Source: an optimization exercise on an open RTL-to-GDS flow (aim: small area and a short achievable clock period). Production flows keep margins and buffers that such runs may drop.
No functional check of the RTL was part of any run shown here.

==> flow/design.v (outline; a module is shown in full before it is edited, if it fits) <==
// module fpu_top: 89 lines
// module mant_mul: 1833 lines
module fpu_top(
    input         clk,
    input         rst,
    input  [31:0] a,
    input  [31:0] b,
    input  [2:0]  consig,
    output [31:0] out,
    output [2:0]  cmp_out
);
  // ...
==> flow/flow/run.sh <==
#!/bin/bash
# Standard synthesis, then a netlist pass that removes the inverters Yosys
# leaves around full adders, then the standard layout with a tighter
# timing-repair target and the smallest buffer on the ports.
set -euo pipefail
R=orfs/results/sky130hd/fpu_top/base
MARGIN=$(cat flow/margin.txt)
bash standard.sh synth > log_synth.txt 2>&1
python3 flow/fixinv.py $R/1_2_yosys.v $R/1_2_yosys_fixinv.v > log_fixinv.txt 2>&1
cp $R/1_2_yosys.v $R/1_2_yosys_orig.v
cp $R/1_2_yosys_fixinv.v $R/1_2_yosys.v
rm -f $R/1_synth.odb $R/1_synth.sdc
bash standard.sh SETUP_SLACK_MARGIN=$MARGIN "BUFFER_PORTS_ARGS=-buffer_cell sky130_fd_sc_hd__buf_1" finish > log_layout.txt 2>&1
==> flow/flow/fixinv.py <==
#!/usr/bin/env python3
"""Remove inverters around full adders in a flat Yosys netlist.

A full adder is self-dual: FA(~a, ~b, ~c) = (~cout, ~sum). Yosys's extract_fa
often leaves an inverter on a full adder's input or output. This pass picks,
for every fa cell, whether it computes in true or complemented polarity so
that as few inverters as possible remain, then rewrites the netlist with one
inverter per net that is still needed in complemented form.
usage: fixinv.py in.v out.v
"""
import re, sys

src = open(sys.argv[1]).read()
m = re.search(r'\bmodule\s+(\w+)\s*\((.*?)\);', src, re.S)
body_start = m.end()
end = src.rindex('endmodule')
header = src[:body_start]
body = src[body_start:end]

stmts = []           # (kind, data)
pos = 0
inst_re = re.compile(r'\s*(sky130_fd_sc_hd__\w+)\s+(\S+)\s*\((.*?)\);', re.S)
decl_re = re.compile(r'\s*(input|output|wire|inout)\b([^;]*);', re.S)
while True:
    mm = decl_re.match(body, pos)
    if mm:
        stmts.append(('decl', mm.group(0)))
        pos = mm.end(); continue
    mm = inst_re.match(body, pos)
    if mm:
        pins = []
        for pm in re.finditer(r'\.(\w+)\s*\(\s*([^()]*?)\s*\)', mm.group(3)):
            pins.append([pm.group(1), pm.group(2)])
        stmts.append(('cell', [mm.group(1), mm.group(2), pins]))
        pos = mm.end(); continue
    rest = body[pos:]
    if rest.strip() == '':
        break
    raise SystemExit('cannot parse near: ' + rest[:200])

OUTS = {'X', 'Y', 'Q', 'Q_N', 'SUM', 'COUT', 'HI', 'LO'}
ports_out = set(); ports_in = set()
def expand(decl):
    mm = re.match(r'\s*(input|output|wire|inout)\s*(\[(\d+):(\d+)\])?\s*(.*)', decl, re.S)
    kind, rng, hi, lo, names = mm.groups()
    res = []
    for n in names.split(','):
        n = n.strip()
        if not n: continue
        if rng:
            a, b = int(hi), int(lo)
            for i in range(min(a, b), max(a, b) + 1):
                res.append('%s[%d]' % (n, i))
        else:
            res.append(n)
    return kind, res, (rng is not None)
for k, d in stmts:
    if k == 'decl':
        kind, nets, _ = expand(d[:-1] if d.endswith(';') else d)
        if kind == 'output': ports_out.update(nets)
        if kind == 'input': ports_in.update(nets)

def is_inv(t): return re.match(r'sky130_fd_sc_hd__(clk)?inv_\d+$', t) is not None
def is_fa(t): return re.match(r'sky130_fd_sc_hd__fa_\d+$', t) is not None

cells = [d for k, d in stmts if k == 'cell']
driver = {}
for c in cells:
    for p, n in c[2]:
        if p in OUTS: driver[n] = c
# removable inverters: output not a port
removable = set()
for c in cells:
    if is_inv(c[0]):
        y = dict(c[2])['Y']
        if y not in ports_out:
            removable.add(id(c))
def root(n):
    q = 0
    seen = 0
    while n in driver and id(driver[n]) in removable:
        n = dict(driver[n][2])['A']; q ^= 1
        seen += 1
        if seen > 100: raise SystemExit('inverter loop')
    return n, q

fas = [c for c in cells if is_fa(c[0])]
fa_of_net = {}
for i, c in enumerate(fas):
    for p, n in c[2]:
        if p in ('SUM', 'COUT'): fa_of_net[n] = i
phase = [0] * len(fas)
# consumers: (fa index or -1, root, q)
cons = []
for c in cells:
    if id(c) in removable: continue
    fi = fas.index(c) if is_fa(c[0]) else -1
    for pi, (p, n) in enumerate(c[2]):
        if p in OUTS: continue
        if n.startswith("1'b") or n == '': continue
        r, q = root(n)
        cons.append((fi, r, q, c, pi))
for po in ports_out:
    # an output port driven through removable inverters is not possible (kept)
    pass

def need(fi, r, q):
    pr = phase[fa_of_net[r]] if r in fa_of_net else 0
    return pr ^ q ^ (phase[fi] if fi >= 0 else 0)

from collections import defaultdict
by_root = defaultdict(list)
by_fa = defaultdict(list)
for k, (fi, r, q, c, pi) in enumerate(cons):
    by_root[r].append(k)
    if fi >= 0: by_fa[fi].append(k)
COMPL = {'nand2_1': 'and2_1', 'and2_1': 'nand2_1', 'nor2_1': 'or2_1', 'or2_1': 'nor2_1',
         'xor2_1': 'xnor2_1', 'xnor2_1': 'xor2_1', 'clkbuf_1': 'clkinv_1', 'buf_1': 'inv_1'}
OUTPIN = {'and2_1': 'X', 'or2_1': 'X', 'nand2_1': 'Y', 'nor2_1': 'Y', 'xor2_1': 'X',
          'xnor2_1': 'Y', 'clkbuf_1': 'X', 'buf_1': 'X', 'inv_1': 'Y', 'clkinv_1': 'Y'}
AREA = {'nand2_1': 3.754, 'and2_1': 6.256, 'nor2_1': 3.754, 'or2_1': 6.256, 'xor2_1': 8.758,
        'xnor2_1': 8.758, 'clkbuf_1': 3.754, 'clkinv_1': 3.754, 'buf_1': 3.754, 'inv_1': 3.754}
INV_AREA = 3.754
def compl_delta(r):
    d = driver.get(r)
    if d is None or id(d) in removable or r in ports_out or is_fa(d[0]): return None
    t = d[0].replace('sky130_fd_sc_hd__', '')
    if t not in COMPL: return None
    return AREA[COMPL[t]] - AREA[t]
delta_of = {}
# half adders whose two inputs both arrive complemented become xor2 + nor2
partner = {}
ha_pins = defaultdict(dict)
for k, (fi, r, q, c, pi) in enumerate(cons):
    if re.match(r'sky130_fd_sc_hd__ha_1$', c[0]):
        ha_pins[id(c)][c[2][pi][0]] = k
for d in ha_pins.values():
    if 'A' in d and 'B' in d:
        partner[d['A']] = d['B']; partner[d['B']] = d['A']
def absorbed(k):
    return k in partner and need(*cons[k][:3]) and need(*cons[partner[k]][:3])
def root_cost(r):
    ks = by_root[r]
    ab = [absorbed(k) for k in ks]
    ns = [need(*cons[k][:3]) and not a for k, a in zip(ks, ab)]
    if not any(ns): return 0.0
    if all(need(*cons[k][:3]) for k in ks) and not any(ab):
        if r not in delta_of: delta_of[r] = compl_delta(r)
        dl = delta_of[r]
        if dl is not None and dl < INV_AREA: return dl
    return INV_AREA
def fa_roots(i):
    rs = set(cons[k][1] for k in by_fa[i])
    for p, n in fas[i][2]:
        if p in ('SUM', 'COUT'): rs.add(n)
    for r in list(rs):
        for k in by_root[r]:
            if k in partner: rs.add(cons[partner[k]][1])
    return rs
total = sum(root_cost(r) for r in by_root)
sys.stderr.write('inverters before: %d removable, cost at phase 0: %.1f\n' % (len(removable), total))
improved = True
it = 0
while improved and it < 50:
    improved = False; it += 1
    for i in range(len(fas)):
        rs = fa_roots(i)
        before = sum(root_cost(r) for r in rs)
        phase[i] ^= 1
        after = sum(root_cost(r) for r in rs)
        if after < before:
            improved = True
        else:
            phase[i] ^= 1
import random
random.seed(1)
def anneal(init):
    global phase
    phase[:] = init
    cur = sum(root_cost(r) for r in by_root)
    best = cur; bestph = phase[:]
    T = 2.0
    for step in range(150000):
        i = random.randrange(len(fas))
        rs = fa_roots(i)
        before = sum(root_cost(r) for r in rs)
        phase[i] ^= 1
        after = sum(root_cost(r) for r in rs)
        d = after - before
        if d <= 0 or random.random() < pow(2.718, -d / T):
            cur += d
            if cur < best - 1e-9:
                best = cur; bestph = phase[:]
        else:
            phase[i] ^= 1
        T = max(0.1, T * 0.99996)
    return best, bestph
res = [anneal([0] * len(fas)), anneal([1] * len(fas))]
sys.stderr.write('anneal from 0: %.1f, from 1: %.1f\n' % (res[0][0], res[1][0]))
best, bestph = min(res, key=lambda x: x[0])
phase[:] = bestph
total = sum(root_cost(r) for r in by_root)
sys.stderr.write('after %d passes: cost %.1f um2, %d adders flipped\n' % (it, total, sum(phase)))

absorbed_set = set(k for k in range(len(cons)) if absorbed(k))
flipped_roots = set()
for r, ks in by_root.items():
    if any(k in absorbed_set for k in ks): continue
    d = driver.get(r)
    if d is None or id(d) in removable or r in ports_out: continue
    t = d[0].replace('sky130_fd_sc_hd__', '')
    if t not in COMPL or is_fa(d[0]): continue
    if all(need(*cons[k][:3]) for k in ks):
        nt = COMPL[t]
        d[0] = 'sky130_fd_sc_hd__' + nt
        for pin in d[2]:
            if pin[0] == OUTPIN[t]: pin[0] = OUTPIN[nt]
        flipped_roots.add(r)
sys.stderr.write('%d driver cells replaced by their complement\n' % len(flipped_roots))
# convert the absorbing half adders only now, so that the driver table above
# still shows them as half adders
nconv = 0
for k in absorbed_set:
    c = cons[k][3]
    if c[0] == 'sky130_fd_sc_hd__ha_1':
        pins = dict(c[2])
        c[0] = 'sky130_fd_sc_hd__xor2_1'
        c[2] = [['A', pins['A']], ['B', pins['B']], ['X', pins['SUM']]]
        c.append(['sky130_fd_sc_hd__nor2_1', c[1] + '_nor', [['A', pins['A']], ['B', pins['B']], ['Y', pins['COUT']]]])
        nconv += 1
sys.stderr.write('%d half adders turned into xor2 + nor2\n' % nconv)
def need2(fi, r, q):
    return need(fi, r, q) ^ (1 if r in flipped_roots else 0)

# rewrite
comp = {}
newcells = []
cnt = [0]
def compnet(r):
    if r not in comp:
        cnt[0] += 1
        comp[r] = 'fixinv_n%d' % cnt[0]
        newcells.append(('sky130_fd_sc_hd__inv_1', 'fixinv_%d' % cnt[0], [['A', r], ['Y', comp[r]]]))
    return comp[r]
for k, (fi, r, q, c, pi) in enumerate(cons):
    if k in absorbed_set:
        # pins A/B keep their index in the rewritten xor2/nor2 lists
        c[2][pi][1] = r
        c[3][2][pi][1] = r
        continue
    c[2][pi][1] = compnet(r) if need2(fi, r, q) else r
removed_nets = set()
for c in cells:
    if id(c) in removable:
        removed_nets.add(dict(c[2])['Y'])
used = set()
for c in cells:
    if id(c) in removable: continue
    for p, n in c[2]: used.add(n)
def esc(n):
    return n + ' ' if n.startswith('\\') else n
out = [header]
for k, d in stmts:
    if k == 'decl':
        mm = re.match(r'(\s*)wire\s+(\S+)\s*;', d)
        if mm and not mm.group(2).startswith('[') and mm.group(2) in removed_nets and mm.group(2) not in used:
            continue
        out.append(d)
    else:
        if id(d) in removable: continue
        out.append('\n  %s %s (%s);' % (d[0], d[1], ', '.join('.%s(%s)' % (p, esc(n)) for p, n in d[2])))
        if len(d) > 3:
            e = d[3]
            out.append('\n  %s %s (%s);' % (e[0], esc(e[1]), ', '.join('.%s(%s)' % (p, esc(n)) for p, n in e[2])))
for n in comp.values():
    out.append('\n  wire %s;' % n)
for t, nm, pins in newcells:
    out.append('\n  %s %s (%s);' % (t, nm, ', '.join('.%s(%s)' % (p, esc(n)) for p, n in pins)))
out.append('\nendmodule\n')
open(sys.argv[2], 'w').write(''.join(out))
==> flow/flow/margin.txt <==
7
==> flow/standard.sh <==
#!/bin/bash
# synth_recipe.tcl (not shown) runs the flow's synth.tcl, then flattens the netlist and writes it again
# the make line also repeats each setting of config.mk as NAME=value (left out here)
make -C /OpenROAD-flow-scripts/flow DESIGN_CONFIG=/design/flow/config.mk WORK_HOME=/design/flow/orfs CLKGATE_MAP_FILE= SYNTH_SCRIPT=/design/flow/synth_recipe.tcl "${@:-finish}"
==> flow/config.mk <==
export PLATFORM = sky130hd
export DESIGN_NAME = fpu_top
export DESIGN_NICKNAME = fpu_top
export VERILOG_FILES = /design/flow/design.v
export SDC_FILE = /design/flow/constraint.sdc
export NUM_CORES = 4
export LEC_CHECK = 0
export CAP_MARGIN = 20
export CORE_MARGIN = 2
export CORE_UTILIZATION = 65
export CTS_BUF_LIST = sky130_fd_sc_hd__clkbuf_4 sky130_fd_sc_hd__clkbuf_8
export SLEW_MARGIN = 20
==> flow/constraint.sdc <==
create_clock -name core_clock -period 14.0 [get_ports {clk}]
set_input_delay 2.8000 -clock core_clock [delete_from_list [all_inputs] [get_ports {clk}]]
set_output_delay 2.8000 -clock core_clock [all_outputs]
set_load 0.01 [all_outputs]
==> notes.md, run 1 <==
----------------------------------------------------
[Die]
  Initial core utilization ... 65.7%
  Number of top-level pins ... 104
  Vertical die dimension ... 196 µm
  Die footprint ... 38500 µm²

[Route]
  Drt first-iter violations ... 1862
  Total wirelength of the detailed-routed design ... 75500 µm
  DRC violations left ... 0
  Metal1 wirelength ... 27600 µm
  Length of the first detailed-routing pass in iterations ... 6
  Routed met2 length ... 34100 µm
  Top sig layer ... met4

[Timing]
  Min cycle time layout ... 6.97 ns
  Hold_ws ... 0.336 ns
  Final setup violation count ... 0
  Skew final ... 0.0172 ns
  Unrepaired setup endpoints after global routing ... yes

[Clock network]
  TritonCTS Buffers ... 17
  H-tree lvl count ... 4

[Finish]
  Register fraction of the total cell area ... 14.5%
  Inserted Diodes ... 1
  Invs w/o clock ... 149
  Total of clock buffers placed in the layout ... 18
  Area of combinational cells with multiple inputs ... 19200 µm²

[Job]
  Max-cap violations ... 0

[Setup path]
  Category of the worst setup path capture point ... output pin
  CP Cell Sequence ... clkbuf_2 -> buf_12 -> nand2_2 -> or3_4 -> o221ai_1 -> clkbuf_2
  Standard cell with the maximum stage delay on the critical path ... sky130_fd_sc_hd__or3_4

[GRT]
  Peak-usage layer in the global routing report ... met2
  Gr ovfl total ... 0
  Met3 track utilization from global routing ... 12.4%
  Largest net degree at the start of global routing ... 99
  Initial antenna violation count ... 1

[Place]
  Number of port buffers ... 103
  Post-Place Setup Slack ... 6.57 ns
  Placement Cell Area ... 24900 µm²

[Status]
  Result of the run ... timing/DRC/antenna clean

[Yosys]
  Post-Synthesis Cells ... 2392

[Worst hold path]
  Hold-critical path depth ... 0

----------------------------------------------------
==> module fpu_top, before the edit <==
module fpu_top(
    input         clk,
    input         rst,
    input  [31:0] a,
    input  [31:0] b,
    input  [2:0]  consig,
    output [31:0] out,
    output [2:0]  cmp_out
);
    reg         sa, sb;      
    reg  [7:0]  ea, eb;      
    reg  [22:0] ma, mb;      
    reg         eq;          
    reg         gt;          
    reg         lsel;        
    reg         cz;          
    wire [2:0]  p = {sa, sb, gt};
    wire        psel_a = (p == 3'b001) | (p == 3'b111) | (p == 3'b010);
    wire        pclr   = (p == 3'b011) | (p == 3'b100);
    always @(posedge clk or posedge rst) begin
        if (rst) begin
            sa <= 1'b0; sb <= 1'b0; eq <= 1'b0; gt <= 1'b0;
            ea <= 8'd0; eb <= 8'd0; ma <= 23'd0; mb <= 23'd0;
            lsel <= 1'b0; cz <= 1'b0;
        end else begin
            sa <= a[31];
            sb <= b[31];
            eq <= a[30:0] == b[30:0];
            gt <= a[30:0] > b[30:0];
            ea <= a[30:23];
            eb <= b[30:23];
            ma <= a[22:0];
            mb <= b[22:0];
            lsel <= psel_a;
            cz <= pclr;
        end
    end
    wire        aclr = (p == 3'b011) | (p == 3'b101);
    wire        swap = (p == 3'b000) | (p == 3'b100) | (p == 3'b110);
    wire [8:0]  sx = cz ? 9'd0 : (lsel ? {sa, ea} : {sb, eb});
    wire [7:0]  diff = lsel ? (ea - eb) : (eb - ea);
    wire [22:0] c = (cz | aclr) ? 23'd0 : (lsel ? ma : mb);
    wire [22:0] dsrc = lsel ? mb : ma;
    wire [22:0] d = (cz | aclr | (diff >= 8'd23)) ? 23'd0 : (dsrc >> diff[4:0]);
    wire        x = consig[0];
    wire [22:0] t = c + (x ? ~d : d) + {22'd0, x & ~swap};
    wire [22:0] fsum = (x & swap) ? ~t : t;
    reg  [22:0] snext;       
    reg  [22:0] afrac;       
    wire [47:0] prod;
    mant_mul mm (.ma(ma), .mb(mb), .p(prod));
    wire [8:0]  esum = {1'b0, ea} + {1'b0, eb};
    wire        in_zero = (ea == 8'd0) | (eb == 8'd0);
    wire        ez_n = in_zero | (esum < 9'd127);           
    wire        eo_n = ~ez_n & (esum >= 9'd382);            
    reg         ms;          
    reg  [24:0] mp;          
    reg  [7:0]  me;          
    reg         mk;          
    reg         mi;          
    wire        hn = prod[47];
    wire        zero0 = ez_n | (esum == 9'd127);                
    wire        inf0  = ~zero0 & eo_n;
    wire        zero1 = ez_n;                                   
    wire        inf1  = ~zero1 & (eo_n | (esum == 9'd381));
    wire        k0 = zero0 | inf0, k1 = zero1 | inf1;
    always @(posedge clk or posedge rst) begin
        if (rst) begin
            snext <= 23'd0;
            afrac <= 23'd0;
            ms <= 1'b0; mp <= 25'd0; me <= 8'd0; mk <= 1'b0; mi <= 1'b0;
        end else begin
            snext <= fsum;
            afrac <= snext;
            ms  <= sa ^ sb;
            mp  <= prod[47:23];
            me  <= esum[7:0] + 8'd129;
            mk  <= hn ? k1 : k0;
            mi  <= hn ? inf1 : inf0;
        end
    end
    wire        h = mp[24];
    wire [7:0]  mexp  = me + {7'd0, h};
    wire [22:0] mfrac = h ? mp[23:1] : mp[22:0];
    wire [31:0] mres  = {ms, {8{mi}} | ({8{~mk}} & mexp), {23{~mk}} & mfrac};
    assign cmp_out = (consig == 3'b000) ? {sa, sb, eq} : 3'b000;
    assign out = (consig == 3'b001 || consig == 3'b010) ? {sx, afrac} :
                 (consig == 3'b011) ? mres : 32'd0;
endmodule
==> inputs of run 2 (changes only) <==
--- a/flow/design.v
+++ b/flow/design.v
@@ -52,43 +52,44 @@
     mant_mul mm (.ma(ma), .mb(mb), .p(prod));
     wire [8:0]  esum = {1'b0, ea} + {1'b0, eb};
     wire        in_zero = (ea == 8'd0) | (eb == 8'd0);
     wire        ez_n = in_zero | (esum < 9'd127);           
     wire        eo_n = ~ez_n & (esum >= 9'd382);            
     reg         ms;          
     reg  [24:0] mp;          
     reg  [7:0]  me;          
-    reg         mk;          
-    reg         mi;          
-    wire        hn = prod[47];
-    wire        zero0 = ez_n | (esum == 9'd127);                
-    wire        inf0  = ~zero0 & eo_n;
-    wire        zero1 = ez_n;                                   
-    wire        inf1  = ~zero1 & (eo_n | (esum == 9'd381));
-    wire        k0 = zero0 | inf0, k1 = zero1 | inf1;
+    reg         mz, mo;      
+    reg         mz0, mo1;    
     always @(posedge clk or posedge rst) begin
         if (rst) begin
             snext <= 23'd0;
             afrac <= 23'd0;
-            ms <= 1'b0; mp <= 25'd0; me <= 8'd0; mk <= 1'b0; mi <= 1'b0;
+            ms <= 1'b0; mp <= 25'd0; me <= 8'd0;
+            mz <= 1'b0; mo <= 1'b0; mz0 <= 1'b0; mo1 <= 1'b0;
         end else begin
             snext <= fsum;
             afrac <= snext;
             ms  <= sa ^ sb;
             mp  <= prod[47:23];
             me  <= esum[7:0] + 8'd129;
-            mk  <= hn ? k1 : k0;
-            mi  <= hn ? inf1 : inf0;
+            mz  <= ez_n;
+            mo  <= eo_n;
+            mz0 <= ~ez_n & (esum == 9'd127);
+            mo1 <= ~ez_n & (esum == 9'd381);
         end
     end
     wire        h = mp[24];
+    wire        mzero = mz | (mz0 & ~h);
+    wire        minf  = ~mzero & (mo | (mo1 & h));
     wire [7:0]  mexp  = me + {7'd0, h};
     wire [22:0] mfrac = h ? mp[23:1] : mp[22:0];
-    wire [31:0] mres  = {ms, {8{mi}} | ({8{~mk}} & mexp), {23{~mk}} & mfrac};
+    wire [31:0] mres  = mzero ? {ms, 31'd0} :
+                        minf  ? {ms, 8'hff, 23'd0} :
+                                {ms, mexp, mfrac};
     assign cmp_out = (consig == 3'b000) ? {sa, sb, eq} : 3'b000;
     assign out = (consig == 3'b001 || consig == 3'b010) ? {sx, afrac} :
                  (consig == 3'b011) ? mres : 32'd0;
 endmodule
 module mant_mul(
     input  [22:0] ma,
     input  [22:0] mb,
     output [47:0] p
@@ -687,18 +688,18 @@
   wire s592 = pp208 ^ c573 ^ c575;
   wire c593 = (pp208 & c573) | (pp208 & c575) | (c573 & c575);
   wire s594 = c577 ^ s586 ^ s588;
   wire c595 = (c577 & s586) | (c577 & s588) | (s586 & s588);
   wire s596 = s590 ^ c579 ^ s592;
   wire c597 = (s590 & c579) | (s590 & s592) | (c579 & s592);
   wire s598 = s594 ^ c581 ^ s596;
   wire c599 = (s594 & c581) | (s594 & s596) | (c581 & s596);
-  wire s600 = c583 ^ s598;
-  wire c601 = c583 & s598;
+  wire s600 = c583 ^ s598 ^ c585;
+  wire c601 = (c583 & s598) | (c583 & c585) | (s598 & c585);
   wire s602 = pp11 ^ pp33 ^ pp55;
   wire c603 = (pp11 & pp33) | (pp11 & pp55) | (pp33 & pp55);
   wire s604 = pp77 ^ pp99 ^ pp121;
   wire c605 = (pp77 & pp99) | (pp77 & pp121) | (pp99 & pp121);
   wire s606 = pp143 ^ pp165 ^ pp187;
   wire c607 = (pp143 & pp165) | (pp143 & pp187) | (pp165 & pp187);
   wire s608 = pp209 ^ pp231 ^ c587;
   wire c609 = (pp209 & pp231) | (pp209 & c587) | (pp231 & c587);
@@ -747,18 +748,18 @@
   wire s652 = s642 ^ s644 ^ s646;
   wire c653 = (s642 & s644) | (s642 & s646) | (s644 & s646);
   wire s654 = c629 ^ c631 ^ s648;
   wire c655 = (c629 & c631) | (c629 & s648) | (c631 & s648);
   wire s656 = s650 ^ s652 ^ c633;
   wire c657 = (s650 & s652) | (s650 & c633) | (s652 & c633);
   wire s658 = s654 ^ c635 ^ s656;
   wire c659 = (s654 & c635) | (s654 & s656) | (c635 & s656);
-  wire s660 = c637 ^ s658;
-  wire c661 = c637 & s658;
+  wire s660 = c637 ^ s658 ^ c639;
+  wire c661 = (c637 & s658) | (c637 & c639) | (s658 & c639);
   wire s662 = pp14 ^ pp36 ^ pp58;
   wire c663 = (pp14 & pp36) | (pp14 & pp58) | (pp36 & pp58);
   wire s664 = pp80 ^ pp102 ^ pp124;
   wire c665 = (pp80 & pp102) | (pp80 & pp124) | (pp102 & pp124);
   wire s666 = pp146 ^ pp168 ^ pp190;
   wire c667 = (pp146 & pp168) | (pp146 & pp190) | (pp168 & pp190);
   wire s668 = pp212 ^ pp234 ^ pp256;
   wire c669 = (pp212 & pp234) | (pp212 & pp256) | (pp234 & pp256);
@@ -771,18 +772,18 @@
   wire s676 = s668 ^ c649 ^ c651;
   wire c677 = (s668 & c649) | (s668 & c651) | (c649 & c651);
   wire s678 = c653 ^ s670 ^ s672;
   wire c679 = (c653 & s670) | (c653 & s672) | (s670 & s672);
   wire s680 = s674 ^ c655 ^ s676;
   wire c681 = (s674 & c655) | (s674 & s676) | (c655 & s676);
   wire s682 = s678 ^ c657 ^ s680;
   wire c683 = (s678 & c657) | (s678 & s680) | (c657 & s680);
-  wire s684 = c659 ^ s682;
-  wire c685 = c659 & s682;
+  wire s684 = c659 ^ s682 ^ c661;
+  wire c685 = (c659 & s682) | (c659 & c661) | (s682 & c661);
   wire s686 = pp15 ^ pp37 ^ pp59;
   wire c687 = (pp15 & pp37) | (pp15 & pp59) | (pp37 & pp59);
   wire s688 = pp81 ^ pp103 ^ pp125;
   wire c689 = (pp81 & pp103) | (pp81 & pp125) | (pp103 & pp125);
   wire s690 = pp147 ^ pp169 ^ pp191;
   wire c691 = (pp147 & pp169) | (pp147 & pp191) | (pp169 & pp191);
   wire s692 = pp213 ^ pp235 ^ pp257;
   wire c693 = (pp213 & pp235) | (pp213 & pp257) | (pp235 & pp257);
@@ -797,18 +798,18 @@
   wire s702 = c671 ^ c673 ^ c675;
   wire c703 = (c671 & c673) | (c671 & c675) | (c673 & c675);
   wire s704 = s696 ^ s698 ^ s700;
   wire c705 = (s696 & s698) | (s696 & s700) | (s698 & s700);
   wire s706 = c677 ^ c679 ^ s702;
   wire c707 = (c677 & c679) | (c677 & s702) | (c679 & s702);
   wire s708 = s704 ^ c681 ^ s706;
   wire c709 = (s704 & c681) | (s704 & s706) | (c681 & s706);
-  wire s710 = c683 ^ s708;
-  wire c711 = c683 & s708;
+  wire s710 = c683 ^ s708 ^ c685;
+  wire c711 = (c683 & s708) | (c683 & c685) | (s708 & c685);
   wire s712 = pp16 ^ pp38 ^ pp60;
   wire c713 = (pp16 & pp38) | (pp16 & pp60) | (pp38 & pp60);
   wire s714 = pp82 ^ pp104 ^ pp126;
   wire c715 = (pp82 & pp104) | (pp82 & pp126) | (pp104 & pp126);
   wire s716 = pp148 ^ pp170 ^ pp192;
   wire c717 = (pp148 & pp170) | (pp148 & pp192) | (pp170 & pp192);
   wire s718 = pp214 ^ pp236 ^ pp258;
   wire c719 = (pp214 & pp236) | (pp214 & pp258) | (pp236 & pp258);
@@ -855,18 +856,18 @@
   wire s760 = s750 ^ s752 ^ s754;
   wire c761 = (s750 & s752) | (s750 & s754) | (s752 & s754);
   wire s762 = s756 ^ c729 ^ c731;
   wire c763 = (s756 & c729) | (s756 & c731) | (c729 & c731);
   wire s764 = s758 ^ s760 ^ c733;
   wire c765 = (s758 & s760) | (s758 & c733) | (s760 & c733);
   wire s766 = c735 ^ s762 ^ s764;
   wire c767 = (c735 & s762) | (c735 & s764) | (s762 & s764);
-  wire s768 = c737 ^ s766;
-  wire c769 = c737 & s766;
+  wire s768 = c737 ^ s766 ^ c739;
+  wire c769 = (c737 & s766) | (c737 & c739) | (s766 & c739);
   wire s770 = pp18 ^ pp40 ^ pp62;
   wire c771 = (pp18 & pp40) | (pp18 & pp62) | (pp40 & pp62);
   wire s772 = pp84 ^ pp106 ^ pp128;
   wire c773 = (pp84 & pp106) | (pp84 & pp128) | (pp106 & pp128);
   wire s774 = pp150 ^ pp172 ^ pp194;
   wire c775 = (pp150 & pp172) | (pp150 & pp194) | (pp172 & pp194);
   wire s776 = pp216 ^ pp238 ^ pp260;
   wire c777 = (pp216 & pp238) | (pp216 & pp260) | (pp238 & pp260);
@@ -887,18 +888,18 @@
   wire s792 = s782 ^ s784 ^ s786;
   wire c793 = (s782 & s784) | (s782 & s786) | (s784 & s786);
   wire s794 = c759 ^ s788 ^ c761;
   wire c795 = (c759 & s788) | (c759 & c761) | (s788 & c761);
   wire s796 = s790 ^ s792 ^ c763;
   wire c797 = (s790 & s792) | (s790 & c763) | (s792 & c763);
   wire s798 = s794 ^ c765 ^ s796;
   wire c799 = (s794 & c765) | (s794 & s796) | (c765 & s796);
-  wire s800 = c767 ^ s798;
-  wire c801 = c767 & s798;
+  wire s800 = c767 ^ s798 ^ c769;
+  wire c801 = (c767 & s798) | (c767 & c769) | (s798 & c769);
   wire s802 = pp19 ^ pp41 ^ pp63;
   wire c803 = (pp19 & pp41) | (pp19 & pp63) | (pp41 & pp63);
   wire s804 = pp85 ^ pp107 ^ pp129;
   wire c805 = (pp85 & pp107) | (pp85 & pp129) | (pp107 & pp129);
   wire s806 = pp151 ^ pp173 ^ pp195;
   wire c807 = (pp151 & pp173) | (pp151 & pp195) | (pp173 & pp195);
   wire s808 = pp217 ^ pp239 ^ pp261;
   wire c809 = (pp217 & pp239) | (pp217 & pp261) | (pp239 & pp261);
@@ -957,18 +958,18 @@
   wire s862 = s854 ^ c823 ^ c825;
   wire c863 = (s854 & c823) | (s854 & c825) | (c823 & c825);
   wire s864 = s856 ^ s858 ^ s860;
   wire c865 = (s856 & s858) | (s856 & s860) | (s858 & s860);
   wire s866 = c827 ^ c829 ^ s862;
   wire c867 = (c827 & c829) | (c827 & s862) | (c829 & s862);
   wire s868 = s864 ^ c831 ^ s866;
   wire c869 = (s864 & c831) | (s864 & s866) | (c831 & s866);
-  wire s870 = c833 ^ s868;
-  wire c871 = c833 & s868;
+  wire s870 = c833 ^ s868 ^ c835;
+  wire c871 = (c833 & s868) | (c833 & c835) | (s868 & c835);
   wire s872 = pp21 ^ pp43 ^ pp65;
   wire c873 = (pp21 & pp43) | (pp21 & pp65) | (pp43 & pp65);
   wire s874 = pp87 ^ pp109 ^ pp131;
   wire c875 = (pp87 & pp109) | (pp87 & pp131) | (pp109 & pp131);
   wire s876 = pp153 ^ pp175 ^ pp197;
   wire c877 = (pp153 & pp175) | (pp153 & pp197) | (pp175 & pp197);
   wire s878 = pp219 ^ pp241 ^ pp263;
   wire c879 = (pp219 & pp241) | (pp219 & pp263) | (pp241 & pp263);
@@ -1035,18 +1036,18 @@
   wire s940 = c895 ^ c897 ^ c899;
   wire c941 = (c895 & c897) | (c895 & c899) | (c897 & c899);
   wire s942 = s934 ^ s936 ^ s938;
   wire c943 = (s934 & s936) | (s934 & s938) | (s936 & s938);
   wire s944 = c901 ^ c903 ^ s940;
   wire c945 = (c901 & c903) | (c901 & s940) | (c903 & s940);
   wire s946 = s942 ^ c905 ^ s944;
   wire c947 = (s942 & c905) | (s942 & s944) | (c905 & s944);
-  wire s948 = c907 ^ s946;
-  wire c949 = c907 & s946;
+  wire s948 = c907 ^ s946 ^ c909;
+  wire c949 = (c907 & s946) | (c907 & c909) | (s946 & c909);
   wire s950 = pp23 ^ pp45 ^ pp67;
   wire c951 = (pp23 & pp45) | (pp23 & pp67) | (pp45 & pp67);
   wire s952 = pp89 ^ pp111 ^ pp133;
   wire c953 = (pp89 & pp111) | (pp89 & pp133) | (pp111 & pp133);
   wire s954 = pp155 ^ pp177 ^ pp199;
   wire c955 = (pp155 & pp177) | (pp155 & pp199) | (pp177 & pp199);
   wire s956 = pp221 ^ pp243 ^ pp265;
   wire c957 = (pp221 & pp243) | (pp221 & pp265) | (pp243 & pp265);
@@ -1121,18 +1122,18 @@
   wire s1026 = c979 ^ s1018 ^ s1020;
   wire c1027 = (c979 & s1018) | (c979 & s1020) | (s1018 & s1020);
   wire s1028 = s1022 ^ c981 ^ c983;
   wire c1029 = (s1022 & c981) | (s1022 & c983) | (c981 & c983);
   wire s1030 = s1024 ^ s1026 ^ c985;
   wire c1031 = (s1024 & s1026) | (s1024 & c985) | (s1026 & c985);
   wire s1032 = c987 ^ s1028 ^ s1030;
   wire c1033 = (c987 & s1028) | (c987 & s1030) | (s1028 & s1030);
-  wire s1034 = c989 ^ s1032;
-  wire c1035 = c989 & s1032;
+  wire s1034 = c989 ^ s1032 ^ c991;
+  wire c1035 = (c989 & s1032) | (c989 & c991) | (s1032 & c991);
   wire s1036 = ma[1] ^ mb[1] ^ pp69;
   wire c1037 = (ma[1] & mb[1]) | (ma[1] & pp69) | (mb[1] & pp69);
   wire s1038 = pp91 ^ pp113 ^ pp135;
   wire c1039 = (pp91 & pp113) | (pp91 & pp135) | (pp113 & pp135);
   wire s1040 = pp157 ^ pp179 ^ pp201;
   wire c1041 = (pp157 & pp179) | (pp157 & pp201) | (pp179 & pp201);
   wire s1042 = pp223 ^ pp245 ^ pp267;
   wire c1043 = (pp223 & pp245) | (pp223 & pp267) | (pp245 & pp267);
@@ -1629,18 +1630,18 @@
   wire s1534 = c1525 ^ s1532 ^ c1527;
   wire c1535 = (c1525 & s1532) | (c1525 & c1527) | (s1532 & c1527);
   wire s1536 = ma[21] ^ mb[21] ^ pp529;
   wire c1537 = (ma[21] & mb[21]) | (ma[21] & pp529) | (mb[21] & pp529);
   wire s1538 = c1531 ^ s1536 ^ c1533;
   wire c1539 = (c1531 & s1536) | (c1531 & c1533) | (s1536 & c1533);
   wire s1540 = ma[22] ^ mb[22] ^ c1537;
   wire c1541 = (ma[22] & mb[22]) | (ma[22] & c1537) | (mb[22] & c1537);
-  wire [47:0] r0 = {1'b0, 1'b1, c1539, c1535, c1529, c1521, c1511, c1499, c1485, c1469, c1451, c1431, c1409, c1385, c1359, c1331, c1301, c1269, c1235, c1199, c1161, c1121, c1079, c1035, c991, c949, c909, c871, c835, c801, c769, c739, c711, c685, c661, c639, c619, s618, c585, s584, s570, s558, s548, s540, s534, s530, pp2, pp1};
-  wire [47:0] r1 = {1'b0, c1541, s1540, s1538, s1534, s1528, s1520, s1510, s1498, s1484, s1468, s1450, s1430, s1408, s1384, s1358, s1330, s1300, s1268, s1234, s1198, s1160, s1120, s1078, s1034, s990, s948, s908, s870, s834, s800, s768, s738, s710, s684, s660, s638, 1'b0, s600, 1'b0, 1'b0, 1'b0, 1'b0, 1'b0, 1'b0, 1'b0, pp24, 1'b0};
+  wire [47:0] r0 = {1'b0, 1'b1, c1539, c1535, c1529, c1521, c1511, c1499, c1485, c1469, c1451, c1431, c1409, c1385, c1359, c1331, c1301, c1269, c1235, c1199, c1161, c1121, c1079, c1035, s1034, c949, s948, c871, s870, c801, s800, s768, c711, s710, s684, s660, c619, s618, s600, s584, s570, s558, s548, s540, s534, s530, pp2, pp1};
+  wire [47:0] r1 = {1'b0, c1541, s1540, s1538, s1534, s1528, s1520, s1510, s1498, s1484, s1468, s1450, s1430, s1408, s1384, s1358, s1330, s1300, s1268, s1234, s1198, s1160, s1120, s1078, 1'b0, s990, 1'b0, s908, 1'b0, s834, 1'b0, 1'b0, s738, 1'b0, 1'b0, 1'b0, s638, 1'b0, 1'b0, 1'b0, 1'b0, 1'b0, 1'b0, 1'b0, 1'b0, 1'b0, pp24, 1'b0};
   wire [47:0] g0 = r0 & r1;
   wire [47:0] p0 = r0 ^ r1;
   wire sg1 = g0[1] | (p0[1] & g0[0]);
   wire sp1 = p0[1] & p0[0];
   wire sg2 = g0[3] | (p0[3] & g0[2]);
   wire sp2 = p0[3] & p0[2];
   wire sg3 = g0[5] | (p0[5] & g0[4]);
   wire sp3 = p0[5] & p0[4];
--- a/flow/flow/fixinv.py
+++ b/flow/flow/fixinv.py
@@ -198,42 +198,40 @@
 res = [anneal([0] * len(fas)), anneal([1] * len(fas))]
 sys.stderr.write('anneal from 0: %.1f, from 1: %.1f\n' % (res[0][0], res[1][0]))
 best, bestph = min(res, key=lambda x: x[0])
 phase[:] = bestph
 total = sum(root_cost(r) for r in by_root)
 sys.stderr.write('after %d passes: cost %.1f um2, %d adders flipped\n' % (it, total, sum(phase)))
 
 absorbed_set = set(k for k in range(len(cons)) if absorbed(k))
+nconv = 0
+for k in absorbed_set:
+    c = cons[k][3]
+    if c[0] == 'sky130_fd_sc_hd__ha_1':
+        pins = dict(c[2])
+        c[0] = 'sky130_fd_sc_hd__xor2_1'
+        c[2] = [['A', pins['A']], ['B', pins['B']], ['X', pins['SUM']]]
+        c.append(['sky130_fd_sc_hd__nor2_1', c[1] + '_nor', [['A', pins['A']], ['B', pins['B']], ['Y', pins['COUT']]]])
+        nconv += 1
+sys.stderr.write('%d half adders turned into xor2 + nor2\n' % nconv)
 flipped_roots = set()
 for r, ks in by_root.items():
     if any(k in absorbed_set for k in ks): continue
     d = driver.get(r)
     if d is None or id(d) in removable or r in ports_out: continue
     t = d[0].replace('sky130_fd_sc_hd__', '')
     if t not in COMPL or is_fa(d[0]): continue
     if all(need(*cons[k][:3]) for k in ks):
         nt = COMPL[t]
         d[0] = 'sky130_fd_sc_hd__' + nt
         for pin in d[2]:
             if pin[0] == OUTPIN[t]: pin[0] = OUTPIN[nt]
         flipped_roots.add(r)
 sys.stderr.write('%d driver cells replaced by their complement\n' % len(flipped_roots))
-# convert the absorbing half adders only now, so that the driver table above
-# still shows them as half adders
-nconv = 0
-for k in absorbed_set:
-    c = cons[k][3]
-    if c[0] == 'sky130_fd_sc_hd__ha_1':
-        pins = dict(c[2])
-        c[0] = 'sky130_fd_sc_hd__xor2_1'
-        c[2] = [['A', pins['A']], ['B', pins['B']], ['X', pins['SUM']]]
-        c.append(['sky130_fd_sc_hd__nor2_1', c[1] + '_nor', [['A', pins['A']], ['B', pins['B']], ['Y', pins['COUT']]]])
-        nconv += 1
-sys.stderr.write('%d half adders turned into xor2 + nor2\n' % nconv)
 def need2(fi, r, q):
     return need(fi, r, q) ^ (1 if r in flipped_roots else 0)
 
 # rewrite
 comp = {}
 newcells = []
 cnt = [0]
 def compnet(r):
==> notes.md, run 2 <==
----------------------------------------------------
[Route]
  Total wirelength of the detailed-routed design ... 75200 µm (was 75500 µm)
  Length of the first detailed-routing pass in iterations ... 5 (was 6)
  DRC violations left ... 0 (unchanged)
  DR vias/cell ... 6.35 (was 6.38)
  Drt first-iter violations ... 1905 (was 1862)
  Number of nets still failing antenna checks after routing ... 0 (unchanged)
  DR WL/cell ... 25.5 µm (about the same)
  Vias after detailed routing ... 18700 (was 18900)

[GRT]
  Initial antenna violation count ... 1 (unchanged)
  Wire length of the first global-routing pass ... 114000 µm (was 116000 µm)
  Gr ovfl total ... 0 (unchanged)
  GRT Total Usage ... 40.0% (was 40.8%)
  Largest net degree at the start of global routing ... 78 (was 99)
  Vias in the first global route ... 20200 (was 20400)

[Worst hold path]
  Path class of the lowest-slack min-delay path ... register to register (unchanged)

[Die]
  Standard cell core area ... 36400 µm² (was 36500 µm²)
  Number of rows in the core area ... 70 (unchanged)
  Vertical die dimension ... 196 µm (about the same)
  Die boundary width ... 196 µm (about the same)
  Initial core utilization ... 65.7% (about the same)
  Number of top-level pins ... 104 (unchanged)
  Die footprint ... 38400 µm² (was 38500 µm²)

[Finish]
  Filler cells ... 2708 (was 2781)
  Final standard cell utilization of the core ... 72.8% (was 70.9%)
  Most common library cell in the layout ignoring fill and taps ... sky130_fd_sc_hd__nand2_1 (unchanged)
  Total area of sequential cells ... 3820 µm² (was 3760 µm²)
  Inserted Diodes ... 0 (was 1)
  Register ranked first by flip-flop count ... mp (unchanged)
  Commonest cells after routing, fill and taps aside ... sky130_fd_sc_hd__nand2_1, sky130_fd_sc_hd__fa_1, sky130_fd_sc_hd__inv_1 (was sky130_fd_sc_hd__nand2_1, sky130_fd_sc_hd__fa_1, sky130_fd_sc_hd__dfrtp_1)
  Flip-flop count of the largest register after layout ... 25 (unchanged)
  Area of combinational cells with multiple inputs ... 19200 µm² (about the same)
  Area overhead of the layout relative to synthesis ... 10.9% (was 7.89%)
  Proportion of layout cells with a drive suffix above 1 ... 10.7% (was 8.52%)
  Layout net count ... 3153 (was 3158)

[Job]
  Max-cap violations ... 0 (unchanged)

[Timing]
  Max_slew headroom ... 27.2% (was 31.4%)
  Final slew viol count ... 0 (unchanged)
  Unrepaired setup endpoints after global routing ... yes (unchanged)
  Hold Vio Cnt, Final ... 0 (unchanged)
  Final setup violation count ... 0 (unchanged)
  Worst path setup slack after routing ... 7.06 ns (was 7.03 ns)
  Final cycle utilization of the critical path ... 49.6% (was 49.8%)
  Skew final ... 0.0202 ns (was 0.0172 ns)
  Min cycle time layout ... 6.94 ns (was 6.97 ns)
  Final total negative setup slack ... 0 ns (unchanged)
  Slew @ Worst Pin ... 1.09 ns (was 1.02 ns)
  Max Fclk ... 144 MHz (was 143 MHz)

[Clock network]
  Number of clock sinks ... 152 (was 150)
  Buffer depth of the longest clock path ... 2 (unchanged)
  Worst skew pair latency ... 0.50 ns (was 0.52 ns)
  Clock transition at the registers of the reported paths ... 0.10 ns (about the same)
  Cell at the root of the clock tree ... sky130_fd_sc_hd__clkbuf_8 (unchanged)
  H-tree lvl count ... 4 (unchanged)
  TritonCTS Buffers ... 17 (unchanged)
  TritonCTS clock tree ... yes (unchanged)

[Yosys]
  Syn Nets ... 3043 (was 3074)
  Synth Area per Inst ... 10.1 µm² (was 10.0 µm²)
  Syn Std Cell Area ... 23900 µm² (was 24000 µm²)
  Synth Warn # ... 1 (unchanged)
  Post-Synthesis Cells ... 2361 (was 2392)

[Place]
  GP Congestion ... 0.939 (was 0.943)
  Post-Place Setup Slack ... 6.25 ns (was 6.57 ns)
  Number of port buffers ... 103 (unchanged)
  DP HPWL ... 51200 µm (was 53600 µm)

[Setup path]
  Worst Setup Start Kind ... input pin (unchanged)
  Crit Path Max Fanout ... 6 (was 16)
  Critical path data required time ... 11.20 ns (about the same)
  Category of the worst setup path capture point ... output pin (unchanged)
  Data arrival time at the worst-slack endpoint ... 4.14 ns (was 4.17 ns)
  Kind of critical path ... input pin to output pin (unchanged)

[Status]
  Result of the run ... timing/DRC/antenna clean (unchanged)

----------------------------------------------------
[run 2: changes by cell type in the layout (fill, tap and decap cells not counted), sizes merged, moves of 7 or more]
cell and change:
a21oi -10, buf +20, clkbuf +7, fa +9
ha -9, inv +13, nand2 +13, nor3 -9
o211ai -8, o21ai -12, o21bai +8, o22ai +7
or2 -29
[run 2: worst paths after layout]
kind                        endpoint       from  slack (ns)  cells after the start
min                        afrac[19]  snext[19]        0.35                      0
max                           out[9]  consig[1]        7.06                      6
max reg2reg                   mp[23]     ma[20]        7.08                     20
max in group asynchronous   afrac[1]        rst       10.22                      3
min in group asynchronous      me[6]        rst        2.39                      2
min reg2reg                afrac[19]  snext[19]        0.35                      0
[run 2: cell type report]
type | count | area share, %
Multi-Input combinational cell | 1920 | 72.6
Sequential cell | 152 | 14.4
Tap cell | 468 | 2.21
Clock inverter | 14 | 0.656
Clock buffer | 18 | 0.911
Timing Repair Buffer | 226 | 6.91
Inverter | 154 | 2.34
[run 2: timing repair]
item                       4_1_cts  5_1_grt
buffers inserted                25       31
resized for setup               55      109
gates cloned                     3        8
pin swaps                        8       21
setup endpoints to repair       51       29
hold buffers                     0        0
[run 2: critical path: stages]
cell and delay, ns:
sky130_fd_sc_hd__buf_2 0.14, sky130_fd_sc_hd__nor4bb_4 0.35, sky130_fd_sc_hd__o21ai_4 0.15, sky130_fd_sc_hd__or2_4 0.31, sky130_fd_sc_hd__o21ai_0 0.21, sky130_fd_sc_hd__clkbuf_2 0.17
[run 2: routing by layer]
metal | share of wire, % | track usage (%) | up-vias
li1 | - | - | 7715
met1 | 37 | 53.3 | 9410
met2 | 46 | 62.5 | 1304
met3 | 12 | 10.8 | 312
met4 | 5.2 | 17.5 | 2
met5 | 0.013 | 0 | -
[run 2: per-stage QoR]
step	std cells	cell area [µm²]	hold slack (ns)
6_report	2952	26500	0.351
5_1_grt	2952	26500	0.345
4_1_cts	2913	25700	0.351
3_5_place_dp	2853	24800	0.336
3_3_place_gp	2853	24800	0.333
2_1_floorplan	2361	23900	0.331
==> inputs of run 3 (changes only) <==
--- a/flow/config.mk
+++ b/flow/config.mk
@@ -7,6 +7,6 @@
 export LEC_CHECK = 0
 export CAP_MARGIN = 20
 export CORE_MARGIN = 2
-export CORE_UTILIZATION = 65
+export CORE_UTILIZATION = 58
 export CTS_BUF_LIST = sky130_fd_sc_hd__clkbuf_4 sky130_fd_sc_hd__clkbuf_8
 export SLEW_MARGIN = 20
==> notes.md, run 3 <==
----------------------------------------------------
[Status]
  Result of the run ... timing/DRC/antenna clean (unchanged)

[Finish]
  Layout net count ... 3136 (was 3153)
  Cell Count, Final, Fillers Out ... 2999 (was 2952)
  Commonest cells after routing, fill and taps aside ... sky130_fd_sc_hd__nand2_1, sky130_fd_sc_hd__fa_1, sky130_fd_sc_hd__inv_1 (unchanged)
  Area overhead of the layout relative to synthesis ... 9.64% (was 10.9%)
  Most common library cell in the layout ignoring fill and taps ... sky130_fd_sc_hd__nand2_1 (unchanged)
  Area of all placed cells without fillers ... 26200 µm² (was 26500 µm²)
  Proportion of layout cells with a drive suffix above 1 ... 9.21% (was 10.7%)
  Final standard cell utilization of the core ... 64.4% (was 72.8%)
  Register ranked first by flip-flop count ... mp (unchanged)
  Flip-flop count of the largest register after layout ... 25 (unchanged)

[Clock network]
  TritonCTS Buffers ... 17 (unchanged)
  H-tree lvl count ... 4 (unchanged)
  Worst skew pair latency ... 0.50 ns (about the same)
  TritonCTS clock tree ... yes (unchanged)
  Buffer depth of the longest clock path ... 2 (unchanged)
  CTS Hold Buffers Added ... 0 (unchanged)
  Cell at the root of the clock tree ... sky130_fd_sc_hd__clkbuf_8 (unchanged)
  Clock transition at the registers of the reported paths ... 0.10 ns (about the same)
  Number of clock sinks ... 152 (unchanged)

[Yosys]
  Syn Nets ... 3043 (unchanged)
  Synth Warn # ... 1 (unchanged)
  Syn Std Cell Area ... 23900 µm² (unchanged)
  Post-Synthesis Cells ... 2361 (unchanged)
  Synth Area per Inst ... 10.1 µm² (unchanged)

[Timing]
  Hold Vio Cnt, Final ... 0 (unchanged)
  Slew @ Worst Pin ... 1.08 ns (was 1.09 ns)
  Max Fclk ... 144 MHz (about the same)
  Max_slew headroom ... 28.1% (was 27.2%)
  Final cycle utilization of the critical path ... 49.7% (was 49.6%)
  Hold_ws ... 0.334 ns (was 0.351 ns)
  Worst path setup slack after routing ... 7.04 ns (was 7.06 ns)
  Skew final ... 0.0209 ns (was 0.0202 ns)
  Min cycle time layout ... 6.96 ns (was 6.94 ns)
  Final slew viol count ... 0 (unchanged)
  Final total negative setup slack ... 0 ns (unchanged)
  Final setup violation count ... 0 (unchanged)
  Unrepaired setup endpoints after global routing ... yes (unchanged)

[GRT]
  Largest net degree at the start of global routing ... 78 (unchanged)
  GRT Total Usage ... 35.5% (was 40.0%)
  Initial antenna violation count ... 0 (was 1)
  Vias in the first global route ... 19700 (was 20200)
  Wire length of the first global-routing pass ... 115000 µm (was 114000 µm)
  Gr ovfl total ... 0 (unchanged)

[Worst hold path]
  Path class of the lowest-slack min-delay path ... register to register (unchanged)
  Hold-critical path depth ... 0 (unchanged)

[Setup path]
  Data arrival time at the worst-slack endpoint ... 7.35 ns (was 4.14 ns)
  Kind of critical path ... register to register (was input pin to output pin)
  Worst-case reg-to-reg path depth ... 21 (was 20)
  Standard cell with the maximum stage delay on the critical path ... sky130_fd_sc_hd__fa_1 (was sky130_fd_sc_hd__nor4bb_4)
  CP dominant cell by count ... sky130_fd_sc_hd__fa_1
  Worst Setup Start Kind ... register (was input pin)
  Category of the worst setup path capture point ... register (was output pin)
  Crit Path Max Fanout ... 21 (was 6)
  Longest individual stage delay on the worst path ... 0.55 ns (was 0.35 ns)
  Critical path data required time ... 14.39 ns (was 11.20 ns)
  CP Cell Sequence ... buf_8 -> inv_1 -> or2_1 -> fa_1 -> fa_1 -> fa_1 -> fa_1 -> fa_1 -> fa_1 -> fa_1 -> inv_1 -> ha_4 -> nand3_1 -> nor3_4 -> nand3b_1 -> a31oi_4 -> a41oi_4 -> o21ai_2 -> a2111oi_2 -> or3_4 -> xnor2_2 (was buf_2 -> nor4bb_4 -> o21ai_4 -> or2_4 -> o21ai_0 -> clkbuf_2)

[Route]
  Length of the first detailed-routing pass in iterations ... 6 (was 5)
  DRC violations left ... 0 (unchanged)
  DR WL/cell ... 25.0 µm (was 25.5 µm)
  Number of nets still failing antenna checks after routing ... 0 (unchanged)
  Drt first-iter violations ... 1700 (was 1905)
  DR vias/cell ... 6.06 (was 6.35)
  Vias after detailed routing ... 18200 (was 18700)
  Total wirelength of the detailed-routed design ... 75100 µm (was 75200 µm)

[Die]
  Standard cell core area ... 40700 µm² (was 36400 µm²)
  Vertical die dimension ... 207 µm (was 196 µm)
  Number of top-level pins ... 104 (unchanged)
  Die boundary width ... 207 µm (was 196 µm)
  Initial core utilization ... 58.7% (was 65.7%)
  Number of rows in the core area ... 74 (was 70)
  Die footprint ... 42900 µm² (was 38400 µm²)

[Place]
  DP HPWL ... 52500 µm (was 51200 µm)
  Number of instances in the placed design ... 2917 (was 2853)
  GP Congestion ... 0.946 (was 0.939)
  Post-Place Setup Slack ... 6.23 ns (was 6.25 ns)
  Number of port buffers ... 103 (unchanged)
  Placement Cell Area ... 24900 µm² (was 24800 µm²)

[Job]
  Max-cap violations ... 0 (unchanged)

----------------------------------------------------
## run 3: area by class of cell
type | count | area (µm²)
antenna | 1 | 2.50
clock buffer | 17 | 234
clock inverter | 14 | 138
fill | 3383 | 14500
inverter | 154 | 609
multi-input combinational | 1920 | 19200
sequential | 152 | 3820
tap | 532 | 666
timing repair buffer | 209 | 1560
## run 3: final timing paths
| path | start | endpoint | slack (ns) |
|---|---|---|---|
| worst max-delay path | ma[17] | mp[23] | 7.04 |
| worst min register to register | snext[17] | afrac[17] | 0.33 |
| min in group asynchronous | rst | ms | 2.41 |
| max in group asynchronous | rst | mp[0] | 10.19 |
| worst min-delay path | snext[17] | afrac[17] | 0.33 |
| worst max register to register | ma[17] | mp[23] | 7.04 |
## run 3: what timing repair did
item | 4_1_cts | 5_1_grt
endpoints found under the setup margin | 52 | 37
hold endpoints to repair | 0 | 0
gates resized for setup | 45 | 71
cloned | 3 | 6
buffers inserted | 23 | 18
pin swaps | 8 | 16
## run 3: critical path: cells and delay by family, from the launching register on
kind | cells | cell delay [ns]
compound gates | 4 | 0.80
xor+xnor | 1 | 0.13
fa+ha+maj | 8 | 3.78
buf+inv | 3 | 0.51
flops | 1 | 0.36
simple gates | 5 | 1.25
## run 3: per-layer routing
| metal | global-route usage [%] | wire length [µm] | part of all wire (%) |
|---|---|---|---|
| met2 | 56.5 | 34800 | 46 |
| met4 | 12.2 | 3010 | 4.0 |
| met5 | 0 | 0 | 0 |
| met3 | 8.79 | 7830 | 10 |
| met1 | 48.1 | 29400 | 39 |

-- separate check: timing with driven ports --
How much do the figures lean on ideal ports? The routed layouts below were timed once more, with nothing changed but the port constraints.
Step 1, drivers: a clkbuf_16 drives clk and a buf_2 each remaining input, both assumed.
Step 2 also shifts input and output timing later by t, the mid clock arrival at the registers, as if the neighbouring blocks saw the same clock.
Slacks: no drivers / after step 1 / after step 2; pairs: no drivers / after step 1.
| run | t, ns | setup slack, ns | hold slack, ns | worst setup path at the end | worst data-port slew with drivers (ns) |
|---|---|---|---|---|---|
| run 1 | 0.566 | 7.030 / 7.005 / 7.005 | 0.336 / 0.336 / 0.336 | input to output | 0.03 |
| run 2 | 0.537 | 7.057 / 7.009 / 7.009 | 0.351 / 0.351 / 0.351 | input to output | 0.05 |
| run 3 | 0.536 | 7.044 / 7.009 / 7.009 | 0.334 / 0.334 / 0.334 | input to output | 0.06 |
After both steps setup and hold are still met in every run listed. For run 2, which loses most, drivers alone change the setup slack by -0.048 ns; drivers and shift together by -0.048 ns.
